What follows belongs to an exercise in optimizing a design on an open flow for small area; a production flow would make more cautious choices.
The RTL was checked by simulation tests, not by an equivalence proof against the original design.
No activity file was given, so power comes from the tool's default toggle rates.

==> inputs of trial 73 <==
==> flow/design.v <==
`timescale 1 ps / 1 ps
module counter
(
  input   wire       clk,
  input   wire       rst,
  output  reg  [3:0] cnt
);
always @(posedge clk)
  if (rst) cnt <= 4'd0;
  else     cnt <= cnt + 4'd1;
endmodule
`timescale 1 ps / 1 ps
module control
(
  input   wire       clk,
  input   wire       rst,
  input   wire       enable_row_count,
  output  wire [3:0] pixel_cntr_A,
  output  reg        slice_cntr_A,
  output  reg        pixel_cntr_B,
  output  wire [3:0] slice_cntr_B,
  output  wire [4:0] rd_addr_A,
  output  wire [4:0] rd_addr_B,
  output  wire       wrap         
);
wire [3:0] cnt;
counter cnt_inst (.clk(clk), .rst(rst), .cnt(cnt));
assign wrap = &cnt;
always @(posedge clk)
  if (rst) begin
    slice_cntr_A <= 1'b0;
    pixel_cntr_B <= 1'b0;
  end else begin
    if (wrap & enable_row_count) slice_cntr_A <= ~slice_cntr_A;
    if (wrap)                    pixel_cntr_B <= ~pixel_cntr_B;
  end
assign pixel_cntr_A = cnt;
assign slice_cntr_B = cnt;
assign rd_addr_A    = {slice_cntr_A, cnt};
assign rd_addr_B    = {pixel_cntr_B, cnt};
endmodule
`timescale 1 ps / 1 ps
module pe
(
    input   wire          clk,
    input   wire          clr,
    input   wire  [7:0]   in_a,
    input   wire  [7:0]   in_b,
    output  reg   [7:0]   out_a,
    output  reg   [7:0]   out_b,
    output  reg   [15:0]  acc
);
always @(posedge clk) begin
    out_a <= in_a;
    out_b <= in_b;
    acc   <= (clr ? 16'd0 : acc) + out_a * out_b;
end
endmodule
`timescale 1 ps / 1 ps
module systolic
#
(
    parameter   D_W  = 8,  
    parameter   D_W_ACC = 16,  
    parameter   N   = 8,
    parameter   M   = 16
)
(
    input   wire                                        clk,
    input   wire                                        rst,
    input   wire                                        enable_row_count_A,
    output  wire    [$clog2(M)-1:0]                     pixel_cntr_A,
    output  wire    [($clog2(M/N)?$clog2(M/N):1)-1:0]   slice_cntr_A,
    output  wire    [($clog2(M/N)?$clog2(M/N):1)-1:0]   pixel_cntr_B,
    output  wire    [$clog2(M)-1:0]                     slice_cntr_B,
    output  wire    [$clog2((M*M)/N)-1:0]               rd_addr_A,
    output  wire    [$clog2((M*M)/N)-1:0]               rd_addr_B,
    input   wire    [N*D_W-1:0]                         A,  
    input   wire    [N*D_W-1:0]                         B,  
    output  wire    [N*N*D_W_ACC-1:0]                   D,  
    output  wire    [N*N-1:0]                           valid_D  
);
wire wrap;
control control_inst
  (
    .clk                  (clk),
    .rst                  (rst),
    .enable_row_count     (enable_row_count_A),
    .pixel_cntr_A         (pixel_cntr_A),
    .slice_cntr_A         (slice_cntr_A),
    .pixel_cntr_B         (pixel_cntr_B),
    .slice_cntr_B         (slice_cntr_B),
    .rd_addr_A            (rd_addr_A),
    .rd_addr_B            (rd_addr_B),
    .wrap                 (wrap)
  );
reg        was15;
reg [15:0] chain;    
always @(posedge clk) begin
  was15    <= wrap;
  chain[0] <= (pixel_cntr_A == 4'd0) && was15;
  chain[15:1] <= rst ? 15'd0 : chain[14:0];
end
reg [8:0] rd;
always @(posedge clk)
  rd <= {rd[7:0], rst};
wire [7:0] rstart;
genvar i, j;
generate
  for (i = 0; i < N; i = i + 1) begin : g_rs
    assign rstart[i] = rd[i+1] & ~rd[i];
  end
endgenerate
wire [D_W-1:0] fa [N-1:0][N:0];
wire [D_W-1:0] fb [N:0][N-1:0];
generate
  for (i = 0; i < N; i = i + 1) begin : g_in
    assign fa[i][0] = A[i*D_W +: D_W];
    assign fb[0][i] = B[i*D_W +: D_W];
  end
  for (i = 0; i < N; i = i + 1) begin : g_row
    for (j = 0; j < N; j = j + 1) begin : g_col
      localparam K = (i > j) ? i : j;
      assign valid_D[i*N+j] = chain[i+j+1];
      pe pe_v
      (
        .clk    (clk),
        .clr    (chain[i+j+1] | rstart[K]),
        .in_a   (fa[i][j]),
        .in_b   (fb[i][j]),
        .out_a  (fa[i][j+1]),
        .out_b  (fb[i+1][j]),
        .acc    (D[(i*N+j)*D_W_ACC +: D_W_ACC])
      );
    end
  end
endgenerate
endmodule
==> flow/run.sh <==
#!/bin/bash
# synth_recipe.tcl (not shown) runs the flow's synth.tcl, then flattens the netlist and writes it again
# the make line also repeats each setting of config.mk as NAME=value (left out here)
make -C /OpenROAD-flow-scripts/flow DESIGN_CONFIG=/design/flow/config.mk WORK_HOME=/design/flow/orfs CLKGATE_MAP_FILE= SYNTH_SCRIPT=/design/flow/synth_recipe.tcl finish
==> flow/config.mk <==
export PLATFORM = sky130hd
export DESIGN_NAME = systolic
export DESIGN_NICKNAME = systolic
export VERILOG_FILES = /design/flow/design.v
export SDC_FILE = /design/flow/constraint.sdc
export NUM_CORES = 4
export LEC_CHECK = 0
export CAP_MARGIN = 20
export CORE_MARGIN = 2
export CORE_UTILIZATION = 40
export SLEW_MARGIN = 20
==> flow/constraint.sdc <==
create_clock -name core_clock -period 7.0 [get_ports {clk}]
set_input_delay 1.4000 -clock core_clock [delete_from_list [all_inputs] [get_ports {clk}]]
set_output_delay 1.4000 -clock core_clock [all_outputs]
set_load 0.01 [all_outputs]
==> trial 9 (differences from trial 73) <==
==> flow/design.v (replaced) <==
`timescale 1 ps / 1 ps
module counter
#(
  parameter   WIDTH   = 32,
  parameter   HEIGHT  = 32
)
(
  input   wire clk,
  input   wire rst,
  input   wire enable_row_count,
  output  reg  [($clog2(WIDTH)?$clog2(WIDTH):1)-1:0]     pixel_cntr,
  output  reg  [($clog2(HEIGHT)?$clog2(HEIGHT):1)-1:0]    slice_cntr
);
always@(posedge clk)
begin
  if (rst)
  begin
    pixel_cntr <= 0;
    slice_cntr <= 0;
  end
  else if(enable_row_count)
  begin
    if((pixel_cntr + 1) % WIDTH == 0)
    begin
      slice_cntr <= (slice_cntr + 1) % HEIGHT;
      pixel_cntr <= (pixel_cntr + 1) % WIDTH;
    end
    else
    pixel_cntr <= (pixel_cntr + 1) % WIDTH;
  end
  else
  pixel_cntr <= (pixel_cntr + 1) % WIDTH;
end
endmodule
`timescale 1 ps / 1 ps
module control
  #(
    parameter   N   = 3,
    parameter   M   = 6
  )
  (
    input   wire                                        clk,
    input   wire                                        rst,
    input   wire                                        enable_row_count,
    output  wire    [$clog2(M)-1:0]                     pixel_cntr_A,
    output  wire    [($clog2(M/N)?$clog2(M/N):1)-1:0]   slice_cntr_A,
    output  wire    [($clog2(M/N)?$clog2(M/N):1)-1:0]   pixel_cntr_B,
    output  wire    [$clog2(M)-1:0]                     slice_cntr_B,
    output  wire    [$clog2((M*M)/N)-1:0]               rd_addr_A,
    output  wire    [$clog2((M*M)/N)-1:0]               rd_addr_B
  );
assign rd_addr_A = slice_cntr_A*M+pixel_cntr_A;
assign rd_addr_B = pixel_cntr_B*M+slice_cntr_B;
counter#
(
  .WIDTH  (M),
  .HEIGHT (M/N)
)
counter_B
(
  .clk                  (clk),
  .rst                  (rst),
  .enable_row_count     (1'b1),
  .pixel_cntr           (slice_cntr_B),
  .slice_cntr           (pixel_cntr_B)
);
counter#
(
  .WIDTH  (M),
  .HEIGHT (M/N)
)
counter_A
(
  .clk                  (clk),
  .rst                  (rst),
  .enable_row_count     (enable_row_count),
  .pixel_cntr           (pixel_cntr_A),
  .slice_cntr           (slice_cntr_A)
);
endmodule
`timescale 1 ps / 1 ps
module pe
#(
    parameter   D_W_ACC  = 64,  
    parameter   D_W      = 32   
)
(
    input   wire                  clk,
    input   wire                  rst,
    input   wire                  init,
    input   wire    [D_W-1:0]     in_a,
    input   wire    [D_W-1:0]     in_b,
    output  reg     [D_W_ACC-1:0] out_sum,
    output  reg     [D_W-1:0]     out_b,
    output  reg     [D_W-1:0]     out_a,
    output  reg                  valid_D
);
reg     [D_W_ACC-1:0] counter;
always @(posedge clk)
begin
    if (rst == 1)
    begin
      valid_D <= 0;
      out_sum <= 0;
      counter <= 0;
      out_a <= 0;
      out_b <= 0;
    end
    else if (init == 1)
    begin
      valid_D <= 1;
      out_sum <= counter;
      counter <= in_a*in_b;
      out_a <= in_a;
      out_b <= in_b;
    end
    else 
    begin
      valid_D <= 0;
      counter <= counter + in_a*in_b;
      out_a <= in_a;
      out_b <= in_b;
    end
end
endmodule
`timescale 1 ps / 1 ps
module systolic
#
(
    parameter   D_W  = 8,  
    parameter   D_W_ACC = 16,  
    parameter   N   = 8,
    parameter   M   = 16
)
(
    input   wire                                        clk,
    input   wire                                        rst,
    input   wire                                        enable_row_count_A,
    output  wire    [$clog2(M)-1:0]                     pixel_cntr_A,
    output  wire    [($clog2(M/N)?$clog2(M/N):1)-1:0]   slice_cntr_A,
    output  wire    [($clog2(M/N)?$clog2(M/N):1)-1:0]   pixel_cntr_B,
    output  wire    [$clog2(M)-1:0]                     slice_cntr_B,
    output  wire    [$clog2((M*M)/N)-1:0]               rd_addr_A,
    output  wire    [$clog2((M*M)/N)-1:0]               rd_addr_B,
    input   wire    [N*D_W-1:0]                         A,  
    input   wire    [N*D_W-1:0]                         B,  
    output  wire    [N*N*D_W_ACC-1:0]                   D,  
    output  wire    [N*N-1:0]                           valid_D  
);
wire    [D_W-1:0]    out_a   [N-1:0][N-1:0];
wire    [D_W-1:0]    out_b   [N-1:0][N-1:0];
wire    [D_W-1:0]    in_a   [N-1:0][N-1:0];
wire    [D_W-1:0]    in_b   [N-1:0][N-1:0];
reg    [N-1:0] init_pe  [N-1:0];
integer p;
integer q;
control #
(
    .N        (N),
    .M        (M)
  )
  control_inst
  (
    .clk                  (clk),
    .rst                  (rst),
    .enable_row_count     (enable_row_count_A),
    .pixel_cntr_B         (pixel_cntr_B),
    .slice_cntr_B         (slice_cntr_B),
    .pixel_cntr_A         (pixel_cntr_A),
    .slice_cntr_A         (slice_cntr_A),
    .rd_addr_A            (rd_addr_A),
    .rd_addr_B            (rd_addr_B)
  );
genvar i;
genvar j;
genvar k;
generate
  for(k = 0; k < N; k =k+1)
  begin 
    assign in_a[k][0] = A[k*D_W +: D_W];
    assign in_b[0][k] = B[k*D_W +: D_W];
  end
  for(i = 0; i < N; i = i + 1)
  begin
    for(j = 0; j < N; j = j + 1)
    begin
    pe#
    (
      .D_W_ACC   (D_W_ACC),
      .D_W (D_W)
    )
    pe_v
    (
      .clk                  (clk),
      .rst                  (rst),
      .init     (init_pe[i][j]),
      .in_a           (in_a[i][j]),
      .in_b           (in_b[i][j]),
      .out_sum           (D[(i*N+j)*D_W_ACC +: D_W_ACC]),
      .out_a           (out_a[i][j]),
      .out_b           (out_b[i][j]),
      .valid_D           (valid_D[i*N+j])
    );
    if (j+1 <N)
    begin
      assign in_a[i][j+1] = out_a[i][j];
    end
    if (i+1 <N)
    begin
      assign in_b[i+1][j] = out_b[i][j];
    end
    end
  end
endgenerate
reg [$clog2(M)-1:0] tempA;
reg [$clog2(M)-1:0] tempB;
always @(posedge clk)
begin  
  if(pixel_cntr_A == 0 && slice_cntr_B == 0 && tempA == M-1 && tempB == M-1)
  begin
    init_pe[0][0] <= 1;
  end
  else 
  init_pe[0][0] <= 0;
  for(p = 0; p < N; p = p + 1)
  begin
    for(q = 0; q < N; q = q + 1)
    begin
      begin
        if (q+1 < N)
        init_pe[p][q+1] <= init_pe[p][q];
        if (p+1 < N)
        init_pe[p+1][q] <= init_pe[p][q];
      end
    end
  end
  tempA <= pixel_cntr_A;
  tempB <= slice_cntr_B;
end
endmodule
==> results.txt <==
Of trial 9 and trial 73, trial 9 has the higher clock-buffer cell count (gap 128).
Of trial 9 and trial 73, trial 9 has the higher via count (gap 43%, measured against trial 73).
Flip-flop and latch count: trial 73 is lower than trial 9 (912).
Between trial 9 and trial 73, the lower synthesized cell count is in trial 73 (gap about 37%, measured against trial 73).
Between trial 9 and trial 73, the lower critical path depth is in trial 73 (gap 4).
Against trial 73, the non-clock buffer count of trial 9 is higher by 547.
The total power of trial 73 is 2.7 times that of trial 9.
Of trial 73 and trial 9, trial 9 has the higher routed wire length (gap about 23%, measured against trial 9).
In trial 73 the register-to-register slack is higher than in trial 9, by 0.64 ns.
In trial 73 the final cell count is lower than in trial 9, by about 26%.
==> figures <==
| metric | trial 73 | trial 9 |
|---|---|---|
| Status | complete, no violations | complete, no violations |
| Net count of the mapped netlist | 27000 | 35200 |
| Leading cell type in the layout, fill and taps excluded | inv_1 | and2_1 |
| Top pwr grp | combinational logic | clock |
| Tightest slew margin relative to the limit | 0.246 | 0.258 |
| Leakage | 119 nW | 150 nW |
| Clk network pwr share | 0.128 | 0.470 |
| Parity-gate share of the synthesized area counting xor and xnor cells | 0.0370 | 0.0509 |
| Final standard cell count with taps included and fillers excluded | 29800 | 40200 |
| Clock buffer count in the final layout | 363 | 491 |
| Via density | 4.77 | 5.06 |
| Inserted Clock Buffers | 284 | 377 |
| Multi-input gate share of total cell area | 0.602 | 0.625 |
| Relative area change from synthesis to final layout | 15.0% | 14.7% |
| Worst setup skew after layout | 0.0820 ns | 0.0932 ns |
| Area fraction of clock buffers and clock inverters | 0.0430 | 0.0443 |
| Startpoint of the lowest-slack hold path | rd[0] | control_inst.counter_B.pixel_cntr[0] |
| Synth Area in Simple Gates | 0.150 | 0.195 |
| Number of well-tap cells placed | 6706 | 8879 |
| Combinational cell power | 86.8 mW | 6.04 mW |
| Core occupancy in the finished layout | 0.461 | 0.461 |
| Pin slew with the least headroom to its limit | 1.13 ns | 1.11 ns |

[re-timing with driven ports]
In the flow no input, the clock included, has a driving cell. The finished layouts below were timed again as built, in two steps.
Step 1 assumes that a clkbuf_16 drives the clock port and a buf_2 every other input.
Step 2 moves the port delays by t, midway between the first and last clock arrival at a register: inputs arrive t later, outputs are due t later. That takes back most of the time a late clock gives input paths.
Slacks: ideal ports / drivers / drivers and shift; pairs: ideal ports / drivers.
run	t, ns	setup slack, ns	clock arrival spread, ns	worst register clock-pin slew, ns
trial 73	1.072	1.210 / 1.210 / 1.210	0.090 / 0.090	0.06 / 0.06
trial 9	1.152	0.565 / 0.565 / -0.464	0.113 / 0.112	0.07 / 0.07
With both steps, setup timing fails in trial 9, where it was met with ideal ports. For trial 9, which loses most, drivers alone change the setup slack by 0.000 ns; drivers and shift together by -1.029 ns.
